What follows belongs to an exercise in optimizing a design on an open flow for small area, a short achievable clock period and few clock cycles; a production flow would make more cautious choices.
RTL that was checked went through simulation tests only; none was proved equivalent to the original.

## ALU
module ALU #(
    parameter DATA_W = 32
)
(
    input                       i_clk,    
    input                       i_rst_n,  
    input                       i_valid,  
    input [DATA_W - 1 : 0]      i_A,      
    input [DATA_W - 1 : 0]      i_B,      
    input [         2 : 0]      i_inst,   
    output [2*DATA_W - 1 : 0]   o_data,   
    output                      o_done    
);
Size: about 2100 cells after synthesis, roughly 150 flip-flops, roughly 140 I/O pins.
Settings: LEC_CHECK=0, CAP_MARGIN=20, CORE_MARGIN=2, CORE_UTILIZATION=40, CTS_BUF_LIST=sky130_fd_sc_hd__clkbuf_4 sky130_fd_sc_hd__clkbuf_8, SETUP_SLACK_MARGIN=3.3, SLEW_MARGIN=20; clock period 7.0 ns.
standard.sh (not shown) runs the stock make flow with config.mk's settings and CLKGATE_MAP_FILE= SYNTH_SCRIPT=/design/flow/synth_recipe.tcl, a recipe that flattens the netlist after the stock synthesis.
==> flow/flow/run.sh <==
#!/bin/bash
# The standard layout (the standard.sh: ORFS synthesis to final layout),
# with one ORFS setting changed: the port buffers are buf_2 cells instead of
# the resizer's default pick (a delay cell); every input and output port
# still gets a buffer.
set -euo pipefail
export BUFFER_PORTS_ARGS="-buffer_cell sky130_fd_sc_hd__buf_2"
bash standard.sh > standard.log 2>&1
The baseline finished with timing, DRC and antenna clean.
Testbench counts at the start, summed over its fixed seeds: cycles 9,458.
Edit:
- CORE_UTILIZATION: 40 -> 55
- CTS_BUF_LIST: sky130_fd_sc_hd__clkbuf_4 sky130_fd_sc_hd__clkbuf_8 -> default
- SETUP_SLACK_MARGIN: 3.3 -> 3.0
What happened:
- core utilization is higher by 14 points
- clock skew shrinks by 3.2 ps
- register-to-register slack is better by 20 ps
- setup slack got worse by 150 ps
Edit:
--- a/flow/flow/run.sh
+++ b/flow/flow/run.sh
@@ -3 +3 @@
-# with one ORFS setting changed: the port buffers are buf_2 cells instead of
+# with one ORFS setting changed: the port buffers are buf_1 cells instead of
@@ -7 +7 @@
-export BUFFER_PORTS_ARGS="-buffer_cell sky130_fd_sc_hd__buf_2"
+export BUFFER_PORTS_ARGS="-buffer_cell sky130_fd_sc_hd__buf_1"
- CORE_UTILIZATION: 55 -> 40
- SETUP_SLACK_MARGIN: 3.0 -> 3.3
Outcome:
- critical path depth increases by 2
- area after synthesis does not change
- count of clock-buffer cells in the layout came out higher by 3
- fmax went up by 6.8%
- flip-flop and latch count is unchanged
- routed wire length is higher by 12%
Edit:
--- a/flow/flow/run.sh
+++ b/flow/flow/run.sh
@@ -3 +3 @@
-# with one ORFS setting changed: the port buffers are buf_1 cells instead of
+# with one ORFS setting changed: the port buffers are buf_2 cells instead of
@@ -7 +7 @@
-export BUFFER_PORTS_ARGS="-buffer_cell sky130_fd_sc_hd__buf_1"
+export BUFFER_PORTS_ARGS="-buffer_cell sky130_fd_sc_hd__buf_2"
- PLACE_DENSITY: default -> 0.7
The new run completed without violations.
Worst hold slack is worse by 3.7 ps.
Clock-buffer cell count shrinks by 1.
Die area does not change.
Setup slack is worse by 30 ps.
Final cell count shrinks slightly.
Edit:
- ABC_AREA: default -> 1
- PLACE_DENSITY: 0.7 -> default
Effect: The changed run passed the timing, DRC and antenna checks; clock skew went up by 8.9 ps; setup slack improves by 81 ps; cell count went up by 31%; utilization went down by 1.9 points; via count went up by 19%; synthesized area went up by 6.1%.
Edit:
- ABC_AREA: 1 -> default
- SYNTH_HIERARCHICAL: default -> 1
Effect:
- The new run completed with no timing, DRC or antenna violations
- global-route usage decreases by 0.69 points
- maximum frequency decreases by 3.2%
- die area decreases by 5.3%

Setup of amber:
The RTL this note starts from:
==> flow/design.v <==
module ALU #(
    parameter DATA_W = 32
)
(
    input                       i_clk,    
    input                       i_rst_n,  
    input                       i_valid,  
    input [DATA_W - 1 : 0]      i_A,      
    input [DATA_W - 1 : 0]      i_B,      
    input [         2 : 0]      i_inst,   
    output [2*DATA_W - 1 : 0]   o_data,   
    output                      o_done    
);
    localparam S_IDLE = 3'd0, S_EXEC = 3'd1, S_MUL = 3'd2, S_MULF = 3'd3,
               S_DIV  = 3'd4, S_DIVC = 3'd5;
    reg  [2:0]  st;
    reg         done;
    reg  [2:0]  inst;
    reg  [4:0]  cnt;
    reg  [31:0] hi, lo;     
    reg  [31:0] opb;        
    reg  [31:0] hc;         
    reg         cy;         
    reg         rs;         
    reg         satf, sats; 
    assign o_data = {hi, satf ? {sats, {31{~sats}}} : lo};
    assign o_done = done;
    wire [35:0] p0 = {4'd0, opb & {32{lo[0]}}};
    wire [35:0] p1 = {3'd0, opb & {32{lo[1]}}, 1'b0};
    wire [35:0] p2 = {2'd0, opb & {32{lo[2]}}, 2'b0};
    wire [35:0] p3 = {1'd0, opb & {32{lo[3]}}, 3'b0};
    wire [35:0] p4 = {4'd0, hi};
    wire [35:0] p5 = {4'd0, hc};
    wire [35:0] s1a = p0 ^ p1 ^ p2;
    wire [35:0] c1a = {((p0 & p1) | (p0 & p2) | (p1 & p2)), 1'b0};
    wire [35:0] s1b = p3 ^ p4 ^ p5;
    wire [35:0] c1b = {((p3 & p4) | (p3 & p5) | (p4 & p5)), 1'b0};
    wire [35:0] s2  = s1a ^ c1a ^ s1b;
    wire [35:0] c2  = {((s1a & c1a) | (s1a & s1b) | (c1a & s1b)), 1'b0};
    wire [35:0] s3  = s2 ^ c2 ^ c1b;
    wire [35:0] c3  = {((s2 & c2) | (s2 & c1b) | (c2 & c1b)), 1'b0};
    wire [4:0]  nib = {1'b0, s3[3:0]} + {1'b0, c3[3:0]} + {4'd0, cy};
    wire        t_mul = (st == S_MULF);
    wire        t_div = st[2];
    wire        inv   = t_div & ~rs;            
    wire [35:0] ax    = t_div ? {{4{rs}}, hi} : t_mul ? {4'd0, hi} : {{4{lo[31]}}, lo};
    wire [35:0] yb    = t_mul ? {4'd0, hc} : {{4{opb[31] & ~t_div}}, opb};
    wire [35:0] ay    = yb ^ {36{inv}};
    wire        ac    = t_div ? inv : t_mul ? cy : inst[0] | inst[2];
    wire [35:0] sum;
    pfx_add #(36) u_add (.a(ax), .b(ay), .c(ac), .s(sum));
    integer k;
    wire        dv    = inst[1];
    reg  [31:0] brev;
    always @(*) for (k = 0; k < 32; k = k + 1) brev[k] = opb[31-k];
    wire [31:0] shin  = dv ? brev : lo;
    wire [4:0]  shamt = dv ? cnt : opb[4:0];
    wire        fill  = ~dv & lo[31];
    wire [63:0] shx   = {{32{fill}}, shin} >> shamt;
    reg  [31:0] bnorm;
    always @(*) for (k = 0; k < 32; k = k + 1) bnorm[k] = shx[31-k];
    wire        bbig  = |opb[31:5];
    wire [31:0] sra   = bbig ? {32{lo[31]}} : shx[31:0];
    reg  [4:0]  clz;
    always @(*) begin
        clz = 5'd31;
        for (k = 0; k < 32; k = k + 1)
            if (i_B[k]) clz = 5'd31 - k[4:0];
    end
    wire        bzero = ~|i_B;
    wire        i_sub = (i_inst == 3'd1) | (i_inst == 3'd4);
    reg  [31:0] lo_iss;
    always @(*) begin
        case (i_inst)
            3'd2:    lo_iss = i_A & i_B;
            3'd3:    lo_iss = i_A | i_B;
            3'd7:    lo_iss = bzero ? 32'h7fffffff : 32'd0;
            default: lo_iss = i_A;
        endcase
    end
    reg  [2:0]  st_iss;
    always @(*) begin
        case (i_inst)
            3'd2, 3'd3: st_iss = S_IDLE;
            3'd6:       st_iss = S_MUL;
            3'd7:       st_iss = bzero ? S_IDLE : S_EXEC;
            default:    st_iss = S_EXEC;
        endcase
    end
    wire        dn_iss = (i_inst == 3'd2) | (i_inst == 3'd3) | ((i_inst == 3'd7) & bzero);
    wire        ovf   = sum[32] ^ sum[31];
    reg  [31:0] lo_ex;
    always @(*) begin
        case (inst)
            3'd4:    lo_ex = {31'd0, sum[32]};
            3'd5:    lo_ex = sra;
            default: lo_ex = sum[31:0];
        endcase
    end
    wire        last  = (cnt == 5'd0);
    wire        rneg  = sum[32];
    always @(posedge i_clk or negedge i_rst_n) begin
        if (!i_rst_n) begin
            st   <= S_IDLE;
            done <= 1'b0;
        end else begin
            case (st)
                S_EXEC: begin
                    st   <= inst[2] & inst[1] ? S_DIV : S_IDLE;
                    done <= ~(inst[2] & inst[1]);
                end
                S_MUL: begin
                    st   <= last ? S_MULF : S_MUL;
                    done <= 1'b0;
                end
                S_DIV: begin
                    st   <= last ? (rneg ? S_DIVC : S_IDLE) : S_DIV;
                    done <= last & ~rneg;
                end
                S_MULF, S_DIVC: begin
                    st   <= S_IDLE;
                    done <= 1'b1;
                end
                default: begin
                    st   <= i_valid ? st_iss : S_IDLE;
                    done <= i_valid & dn_iss;
                end
            endcase
        end
    end
    always @(posedge i_clk) begin
        case (st)
            S_EXEC: begin
                opb  <= bnorm;
                lo   <= (inst[2] & inst[1]) ? 32'd0 : lo_ex;
                satf <= ~inst[2] & ~inst[1] & ovf;
                sats <= sum[32];
                rs   <= 1'b0;
            end
            S_MUL: begin
                hi  <= s3[35:4];
                hc  <= c3[35:4];
                lo  <= {nib[3:0], lo[31:4]};
                cy  <= nib[4];
                cnt <= cnt - 5'd1;
            end
            S_MULF: begin
                hi  <= sum[31:0];
            end
            S_DIV: begin
                hi  <= sum[31:0];
                rs  <= sum[32];
                lo  <= {lo[30:0], ~sum[32]};
                if (!last) opb <= {1'b0, opb[31:1]};
                cnt <= cnt - 5'd1;
            end
            S_DIVC: begin
                hi  <= sum[31:0];
            end
            default: begin
                inst <= i_inst;
                opb  <= i_B ^ {32{i_sub}};
                cnt  <= (i_inst[0]) ? clz : 5'd7;
                hi   <= (i_inst == 3'd7) ? i_A : 32'd0;
                lo   <= lo_iss;
                hc   <= 32'd0;
                cy   <= 1'b0;
                satf <= 1'b0;
            end
        endcase
    end
endmodule
module pfx_add #(parameter N = 36) (
    input  [N-1:0] a,
    input  [N-1:0] b,
    input          c,
    output [N-1:0] s
);
    localparam L = $clog2(N + 1);
    wire [N:0] g [0:L];
    wire [N:0] p [0:L];
    assign g[0] = {a & b, c};
    assign p[0] = {a ^ b, 1'b0};
    genvar i, j;
    generate
        for (i = 0; i < L; i = i + 1) begin : lv
            for (j = 0; j <= N; j = j + 1) begin : bt
                if ((j >> i) & 1) begin : m
                    assign g[i+1][j] = g[i][j] | (p[i][j] & g[i][((j >> i) << i) - 1]);
                    assign p[i+1][j] = p[i][j] & p[i][((j >> i) << i) - 1];
                end else begin : t
                    assign g[i+1][j] = g[i][j];
                    assign p[i+1][j] = p[i][j];
                end
            end
        end
    endgenerate
    assign s = p[0][N:1] ^ g[L][N-1:0];
endmodule
Settings: LEC_CHECK=0, CAP_MARGIN=20, CORE_MARGIN=2, CORE_UTILIZATION=40, SETUP_SLACK_MARGIN=3.5, SLEW_MARGIN=20; clock period 7.0 ns.
run.sh (not shown) runs the stock make flow with config.mk's settings and CLKGATE_MAP_FILE= SYNTH_SCRIPT=/design/flow/synth_recipe.tcl, a recipe that flattens the netlist after the stock synthesis.
Stock flow here: none of the scripts above is used.
## Diff of input files: xenon against amber
# amber
export LEC_CHECK = 0
export CAP_MARGIN = 20
export CORE_MARGIN = 2
export CORE_UTILIZATION = 40
export SETUP_SLACK_MARGIN = 3.5
export SLEW_MARGIN = 20
create_clock -name core_clock -period 7.0 [get_ports {i_clk}]
# xenon
export LEC_CHECK = 0
export CAP_MARGIN = 20
export CORE_MARGIN = 2
export CORE_UTILIZATION = 40
export SETUP_SLACK_MARGIN = 2.5
export SLEW_MARGIN = 20
create_clock -name core_clock -period 7.0 [get_ports {i_clk}]
Notes after the runs:
xenon gives more fmax than amber did. amber -> xenon: total grt overflow delta 0, exact match. Summary of the comparison: first-iteration DRC count is lower in xenon, relative to amber. The higher sequential share of layout area of amber and xenon is in xenon. Re worst endpoint required time: xenon is 0.03 ns up on amber.
No run of this note included a check of the RTL's function; only the layout flow was run.

-- afterwards: timing with drivers on the ports --
In the flow no input, the clock included, has a driving cell. The finished layouts below were timed again as built, in two steps. Step 1, drivers: a clkbuf_16 drives i_clk and a buf_2 each remaining input, both assumed. Step 2, shift: input delay + t, output delay - t, t = (earliest + latest rising clock arrival at the registers) / 2. This alone moves slack from input paths to output paths. Three values: ideal ports, drivers, drivers and shift; two values: the first two.
run | t, ns | slack for setup (ns) | hold slack, ns | worst setup path at the end
the first run of note 1 | 0.546 | 3.160 / 3.160 / 2.677 | 0.570 / 0.570 / 0.570 | input to register
the second run of note 1 | 0.516 | 3.006 / 3.043 / 2.527 | 0.475 / 0.475 / 0.475 | input to register
the third run of note 1 | 0.510 | 3.259 / 3.291 / 2.780 | 0.542 / 0.542 / 0.542 | input to register
the fourth run of note 1 | 0.493 | 3.229 / 3.220 / 2.727 | 0.539 / 0.539 / 0.539 | input to register
the fifth run of note 1 | 0.542 | 3.310 / 3.310 / 2.832 | 0.524 / 0.524 / 0.524 | input to register
the sixth run of note 1 | 0.538 | 3.188 / 3.188 / 2.756 | 0.480 / 0.480 / 0.480 | input to register
amber | 0.510 | 2.404 / 2.404 / 2.404 | 0.565 / 0.565 / 0.565 | register to register
xenon | 0.522 | 2.427 / 2.427 / 2.295 | 0.789 / 0.789 / 0.789 | input to register
After both steps every run listed still meets setup and hold. The setup slack of the fourth run of note 1, which loses most, moves by -0.009 ns with the drivers and by -0.502 ns with both steps.
